Context: an optimization exercise on an open-source flow, tuned for small area. The choices shown serve that exercise and are no tape-out recipe. In this exercise RTL edits were held to simulation tests only and were not proved equivalent to the original. Power figures rest on the tool's default switching activity, not on a simulated workload.

==> flow/design.v (excerpt) <==
module alu_top(
    input clk, clear,
    input [31:0]alu_in0, alu_in1,
    input [3:0]control_signal,
    output reg [31:0]alu_out,
    output zero_flag
    );
For scale: about 670 cells after synthesis, ~32 flip-flops, about 100 I/O pins, ~4200 µm² of cells after synthesis.
==> flow/config.mk <==
export PLATFORM = sky130hd
export DESIGN_NAME = alu_top
export DESIGN_NICKNAME = alu_top
export VERILOG_FILES = /design/flow/design.v
export SDC_FILE = /design/flow/constraint.sdc
export NUM_CORES = 4
export LEC_CHECK = 0
export ABC_AREA = 1
export CAP_MARGIN = 10
export CORE_MARGIN = 2
export CORE_UTILIZATION = 40
export GPL_TIMING_DRIVEN = 0
export SLEW_MARGIN = 10
export SYNTH_HIERARCHICAL = 1
==> flow/constraint.sdc <==
create_clock -name core_clock -period 4.5 [get_ports {clk}]
set_input_delay 0.9000 -clock core_clock [delete_from_list [all_inputs] [get_ports {clk}]]
set_output_delay 0.9000 -clock core_clock [all_outputs]
set_load 0.01 [all_outputs]
standard.sh (not shown) runs the stock make flow with config.mk's settings and CLKGATE_MAP_FILE= SYNTH_SCRIPT=/design/flow/synth_recipe.tcl, a recipe that flattens the netlist after the stock synthesis.
==> flow/flow/run.sh <==
#!/bin/bash
# Layout flow: the standard flow, with these changes in how the layout is made:
#  - synthesis maps with an area-oriented ABC script (strash; dch -f; amap -m)
#    and leaves adders to ABC (no separate full/half adder cells),
#  - port buffers use sky130_fd_sc_hd__buf_1,
#  - CTS uses small clock buffers and no dummy loads,
#  - floorplan removes synthesis buffers instead of sizing gates before placement,
#  - after global routing, gates with timing slack are sized down (RECOVER_POWER).
# Each tool's output goes to a log file of its own in this folder.
set -uo pipefail
cp -r "$FLOW_HOME/scripts" scripts_mod
printf 'strash\ndch -f\namap -m\ntopo\n' > scripts_mod/abc_area.script
cp scripts_mod/abc_area.script scripts_mod/abc_speed.script
export REMOVE_ABC_BUFFERS=1
export RECOVER_POWER=100
export BUFFER_PORTS_ARGS="-buffer_cell sky130_fd_sc_hd__buf_1"
export CTS_ARGS="-sink_clustering_enable -repair_clock_nets -dont_use_dummy_load -sink_clustering_size 32 -sink_clustering_max_diameter 300 -buf_list {sky130_fd_sc_hd__clkbuf_4}"
SCRIPTS_DIR="$PWD/scripts_mod" ADDER_MAP_FILE= bash standard.sh synth > synth.log 2>&1 || exit 1
bash standard.sh > layout.log 2>&1
Next try:
--- a/flow/flow/run.sh
+++ b/flow/flow/run.sh
@@ -6,4 +6,3 @@
 #  - CTS uses small clock buffers and no dummy loads,
-#  - floorplan removes synthesis buffers instead of sizing gates before placement,
-#  - after global routing, gates with timing slack are sized down (RECOVER_POWER).
+#  - floorplan removes synthesis buffers instead of sizing gates before placement.
 # Each tool's output goes to a log file of its own in this folder.
@@ -14,3 +13,2 @@
 export REMOVE_ABC_BUFFERS=1
-export RECOVER_POWER=100
 export BUFFER_PORTS_ARGS="-buffer_cell sky130_fd_sc_hd__buf_1"
The new run completed without violations.
Via count stays flat.
Die area is unchanged.
Area after synthesis does not change.
Worst setup slack degrades by 0.032 ns.
Final cell count stays the same.
Fmax is lower by 0.74%.
Sequential share of layout area stays flat.
Hold slack degrades by 0.23 ns.
Routed wire length stays flat.
Next try:
--- a/flow/flow/run.sh
+++ b/flow/flow/run.sh
@@ -5,4 +5,3 @@
 #  - port buffers use sky130_fd_sc_hd__buf_1,
-#  - CTS uses small clock buffers and no dummy loads,
-#  - floorplan removes synthesis buffers instead of sizing gates before placement.
+#  - CTS uses small clock buffers and no dummy loads.
 # Each tool's output goes to a log file of its own in this folder.
@@ -12,3 +11,2 @@
 cp scripts_mod/abc_area.script scripts_mod/abc_speed.script
-export REMOVE_ABC_BUFFERS=1
 export BUFFER_PORTS_ARGS="-buffer_cell sky130_fd_sc_hd__buf_1"
Outcome:
- total power fell by 2.4%
- setup slack improves by 0.0060 ns
- maximum frequency barely changes
- synthesized cell count does not change
- final area fell by 0.52%
- via count fell by 0.55%
- die area does not change
- cell count is about the same

---

Another version of the RTL of alu_top (not shown whole).
Size in the first run: roughly 100 I/O pins, roughly 0.0043 mm² of cells after synthesis.
clock: 4.5 ns
lec_check: 0
abc_area: 1
cap_margin: 10
core_margin: 2
core_utilization: 40
gpl_timing_driven: 0
slew_margin: 10
synth_hierarchical: 1
==> flow/flow/run.sh <==
#!/bin/bash
# Layout flow: the standard flow, with these changes in how the layout is made:
#  - synthesis maps with an area-oriented ABC script (strash; dch -f; amap -m)
#    and leaves adders to ABC (no separate full/half adder cells),
#  - port buffers use sky130_fd_sc_hd__buf_1,
#  - CTS uses small clock buffers and no dummy loads,
#  - floorplan removes synthesis buffers instead of sizing gates before placement.
# Each tool's output goes to a log file of its own in this folder.
set -uo pipefail
cp -r "$FLOW_HOME/scripts" scripts_mod
printf 'strash\ndch -f\namap -m\ntopo\n' > scripts_mod/abc_area.script
cp scripts_mod/abc_area.script scripts_mod/abc_speed.script
export REMOVE_ABC_BUFFERS=1
export BUFFER_PORTS_ARGS="-buffer_cell sky130_fd_sc_hd__buf_1"
export CTS_ARGS="-sink_clustering_enable -repair_clock_nets -dont_use_dummy_load -sink_clustering_size 32 -sink_clustering_max_diameter 300 -buf_list {sky130_fd_sc_hd__clkbuf_4}"
SCRIPTS_DIR="$PWD/scripts_mod" ADDER_MAP_FILE= bash standard.sh synth > synth.log 2>&1 || exit 1
bash standard.sh > layout.log 2>&1
The starting point passed the timing, design-rule and antenna checks.
Then changed:
Settings changed: CAP_MARGIN 10 to 0, SLEW_MARGIN 10 to 0.
Outcome: The new run produced a clean layout. Clock-buffer cell count does not change. Setup slack improved by 0.054 ns. First-iteration DRC count is lower by 13%. Final cell count came out higher by 0.33%. Sequential share of layout area hardly moves.

---

Another version of the RTL of alu_top (not shown whole).
For scale: roughly 670 cells after synthesis, about 100 I/O pins, ~4200 um2 of cells after synthesis.
// alu_top
module alu_top(
    input clk, clear,
    input [31:0]alu_in0, alu_in1,
    input [3:0]control_signal,
    output reg [31:0]alu_out,
    output zero_flag
    );
export LEC_CHECK = 0
export ABC_AREA = 1
export CAP_MARGIN = 10
export CORE_MARGIN = 2
export CORE_UTILIZATION = 50
export GPL_TIMING_DRIVEN = 0
export PLACE_DENSITY = 0.65
export SLEW_MARGIN = 10
export SYNTH_HIERARCHICAL = 1
create_clock -name core_clock -period 4.5 [get_ports {clk}]
==> flow/flow/run.sh <==
#!/bin/bash
# Layout flow: the standard flow, with these changes in how the layout is made:
#  - synthesis maps with an area-oriented ABC script (strash; dch -f; amap -m)
#    and leaves adders to ABC (no separate full/half adder cells),
#  - port buffers use sky130_fd_sc_hd__buf_1,
#  - CTS uses small clock buffers and no dummy loads.
# Each tool's output goes to a log file of its own in this folder.
set -uo pipefail
cp -r "$FLOW_HOME/scripts" scripts_mod
printf 'strash\ndch -f\namap -m\ntopo\n' > scripts_mod/abc_area.script
cp scripts_mod/abc_area.script scripts_mod/abc_speed.script
export BUFFER_PORTS_ARGS="-buffer_cell sky130_fd_sc_hd__buf_1"
export CTS_ARGS="-sink_clustering_enable -repair_clock_nets -dont_use_dummy_load -sink_clustering_size 32 -sink_clustering_max_diameter 300 -buf_list {sky130_fd_sc_hd__clkbuf_4}"
SCRIPTS_DIR="$PWD/scripts_mod" ADDER_MAP_FILE= bash standard.sh synth > synth.log 2>&1 || exit 1
bash standard.sh > layout.log 2>&1
The first run produced a clean layout.
==> next run, changes <==
- CORE_UTILIZATION: 50 -> 40
- PLACE_DENSITY: 0.65 -> not set
Sequential cell count is unchanged.
Via count is lower by 1.9%.
Fmax goes down by 3.9%.
Routed wire length grows by 8.1%.
Worst hold slack degrades by 28 ps.
Setup slack loses 170 ps.
Power increases by 1.3%.

[afterwards: timing with drivers on the ports]
No port has a modelled driver above. Below, the same layouts with a new extraction and two added sets of constraints. Step 1, drivers: a clkbuf_16 drives clk and a buf_2 each remaining input, both assumed. Step 2 also shifts input and output timing later by t, the mid clock arrival at the registers, as if the neighbouring blocks saw the same clock. a / b / c = ideal ports / drivers / drivers and shift; a / b = the first two.
| run | t, ns | setup WS [ns] | worst setup path after step 2 | slew at the worst register clock pin (ns) |
|---|---|---|---|---|
| the first run of note 1 | 0.382 | 0.251 / 0.262 / -0.120 | input to register | 0.11 / 0.11 |
| the second run of note 1 | 0.388 | 0.219 / 0.229 / -0.159 | input to register | 0.11 / 0.11 |
| the third run of note 1 | 0.326 | 0.225 / 0.228 / -0.098 | input to register | 0.09 / 0.09 |
| the first run of note 2 | 0.356 | 0.224 / 0.234 / -0.122 | input to register | 0.11 / 0.11 |
| the second run of note 2 | 0.357 | 0.278 / 0.282 / -0.075 | input to register | 0.10 / 0.10 |
| the first run of note 3 | 0.353 | 0.377 / 0.367 / 0.014 | input to register | 0.10 / 0.10 |
| the second run of note 3 | 0.380 | 0.210 / 0.202 / -0.178 | input to register | 0.12 / 0.12 |
Met with ideal ports but missed after step 2: setup timing in 6 of these runs. For the second run of note 3, which loses most, drivers alone change the setup slack by -0.008 ns; drivers and shift together by -0.388 ns.
